This is an optimization exercise on Yosys and OpenROAD, whose aim is small area and a short achievable clock period, not a production implementation.
Function was checked by simulation only, so behaviour that the tests miss may differ from the original.
Power is estimated from default activity; no workload was simulated.

== run 1 ==
// Processor
module Processor(clk, rst, interrupt, in_port, imem_addr, imem_data, dmem_re, dmem_we, dmem_addr, dmem_wdata, dmem_rdata, out_valid, out_port);
Size: ~130 I/O pins, about 21000 µm² of cells after synthesis.
Settings: LEC_CHECK=0, CAP_MARGIN=20, CORE_MARGIN=2, CORE_UTILIZATION=40, PLACE_DENSITY=0.6, SLEW_MARGIN=20; clock period 12.0 ns.
standard.sh (not shown) runs the stock make flow with config.mk's settings and CLKGATE_MAP_FILE= SYNTH_SCRIPT=/design/flow/synth_recipe.tcl, a recipe that flattens the netlist after the stock synthesis.
==> flow/flow/run.sh <==
#!/bin/bash
# Own layout flow: the standard layout (standard.sh) with
#  - port buffers of buf_2 cells instead of the default delay-buffer cells,
#  - repair_timing aiming for a setup slack of SETUP_MARGIN ns at the design's clock period.
# Each tool's full output goes to a log file in the work folder.
set -euo pipefail
WORK=$(cd "$(dirname "$0")/.." && pwd)
cd "$WORK"
SETUP_MARGIN=$(cat flow/setup_margin.txt)
ORIG=$(grep -o "SYNTH_SCRIPT=[^ ]*" standard.sh | head -1 | cut -d= -f2- | tr -d "'")
test -f "$ORIG"
cat > "$WORK/synth_abc.tcl" <<EOT
proc abc {args} {
  set i [lsearch -exact \$args -script]
  if { \$i >= 0 } {
    lset args [expr {\$i + 1}] $WORK/flow/abc_area_delay.script
  }
  yosys abc {*}\$args
}
source $ORIG
EOT
sed -e "s#SYNTH_SCRIPT=[^ ]*#SYNTH_SCRIPT=$WORK/synth_abc.tcl #" standard.sh > flow_standard.sh
grep -q "SYNTH_SCRIPT=$WORK/synth_abc.tcl" flow_standard.sh
bash flow_standard.sh \
  "BUFFER_PORTS_ARGS=-buffer_cell sky130_fd_sc_hd__buf_2" \
  "SETUP_SLACK_MARGIN=$SETUP_MARGIN" \
  finish > "$WORK/flow_make.log" 2>&1
test -f out/final.def
==> flow/flow/abc_area_delay.script <==
&get -n
&st
&dch
&nf
&put
buffer -c
topo
stime -c
upsize -c
dnsize -c
==> flow/flow/setup_margin.txt <==
8.3
Here is what was changed in the inputs of run 2 compared with run 1.
--- a/flow/design.v
+++ b/flow/design.v
@@ -152,32 +152,31 @@
     wire hazard_pop = (ret_st == 3'd0) && (reti_st == 3'd0);
     wire load_use = de_mr && ((de_dst == f_src) || (de_dst == f_dst)) && hazard_pop;
     wire sel = BRANCH || load_use;
     wire special = |int_st || fd_int || |ret_st || |reti_st || de_call || opcode == 6'b100110 || opcode == 6'b100111;
     wire swap = !special && (opcode == 6'b000011 || opcode == 6'b000100 || opcode == 6'b000101 || opcode == 6'b001100);
     wire [15:0] rs = rf[f_src];
     wire [15:0] ry = rf[f_dst];
-    wire spw_c = WBc[5];
+    wire sp_op = special || opcode == 6'b111100 || opcode == 6'b110001 || opcode == 6'b100101;
+    wire spw_c = sp_op;
     wire xf_em = ((swap ? f_dst == de_dst : f_src == de_dst) && de_rw) || (spw_c && de_spw);
     wire xf_mw = (swap ? f_dst == em_dst : f_src == em_dst) && em_rw;
     wire xf_sp = spw_c && em_spw;
-    wire y_raw = (EXc[11:10] != 2'b00) || (MEMc[2:0] >= 3'd3);
+    wire y_raw = special || opcode == 6'b100000 || opcode == 6'b100001 || opcode == 6'b100010 || opcode == 6'b100101;
     wire yf_em = f_dst == de_dst && de_rw && !y_raw;
     wire yf_mw = f_dst == em_dst && em_rw && !y_raw;
     reg [15:0] x_in;
     always @(*) begin
         if (xf_mw) x_in = wdn;
         else if (xf_sp) x_in = em_alu;
         else if (swap) x_in = ry;
-        else case (EXc[4:3])
-            2'b00: x_in = rs;
-            2'b01: x_in = fd_pc[15:0];
-            2'b10: x_in = imem_data;
-            default: x_in = sp;
-        endcase
+        else if (sp_op) x_in = sp;
+        else if (opcode == 6'b110011) x_in = fd_pc[15:0];    
+        else if (opcode == 6'b010010) x_in = imem_data;      
+        else x_in = rs;
     end
     wire [3:0] aop = EXc[8:5];
     wire aen = EXc[0] && !sel;
     wire c_sum = aen && (aop <= 4'd3 || aop == 4'd13 || aop == 4'd14);
     reg [15:0] y_in;
     always @(*) begin
         if (yf_mw) y_in = wdn;
Results
Static power due to leakage down about 1.9% in run 2 wrt run 1. Worst hold slack, run 1 and run 2, higher one = run 1. Summary of run 2 over run 1: final worst-path cycle share comparable; combinational power share lost 0.6 points; synthesized net count moved down; synthesized cell area lower. Combinational power delta for run 2 relative to run 1: about 3% lower. Changes observed in run 2 relative to run 1: layout multi-input combinational cell count now sits lower; HPWL after detailed placement went down by 1600 µm; synthesized area per cell saw an increase; setup slack shows no meaningful change; die area saw a decrease. Re final number of hold-violating endpoints: no difference whatsoever between run 1 and run 2. Summary: with run 1 as the reference, final weighted congestion of routability-driven global placement in run 2 moved down by a few percent.

[re-timing with driven ports]
Ports are ideal in the flow. The routed layouts listed here were re-timed in OpenROAD. Step 1 (the two cells are an assumption about what drives the block):
set clk [get_ports {clk}]
set_driving_cell -lib_cell sky130_fd_sc_hd__clkbuf_16 $clk
set_driving_cell -lib_cell sky130_fd_sc_hd__buf_2 [delete_from_list [all_inputs] $clk]
Step 2 also shifts input and output timing later by t, the mid clock arrival at the registers, as if the neighbouring blocks saw the same clock. Slacks: ideal / step 1 / step 2; pairs: ideal / step 1.
| run | t, ns | slack for setup (ns) | hold slack, ns | pins driven straight from the clock port |
|---|---|---|---|---|
| run 1 | 0.653 | 8.303 / 8.244 / 7.835 | 0.336 / 0.336 / 0.336 | 1 |
| run 2 | 0.653 | 8.303 / 8.239 / 7.764 | 0.333 / 0.333 / 0.333 | 1 |
After both steps setup and hold are still met in every run listed. For run 2, which loses most, drivers alone change the setup slack by -0.064 ns; drivers and shift together by -0.539 ns.
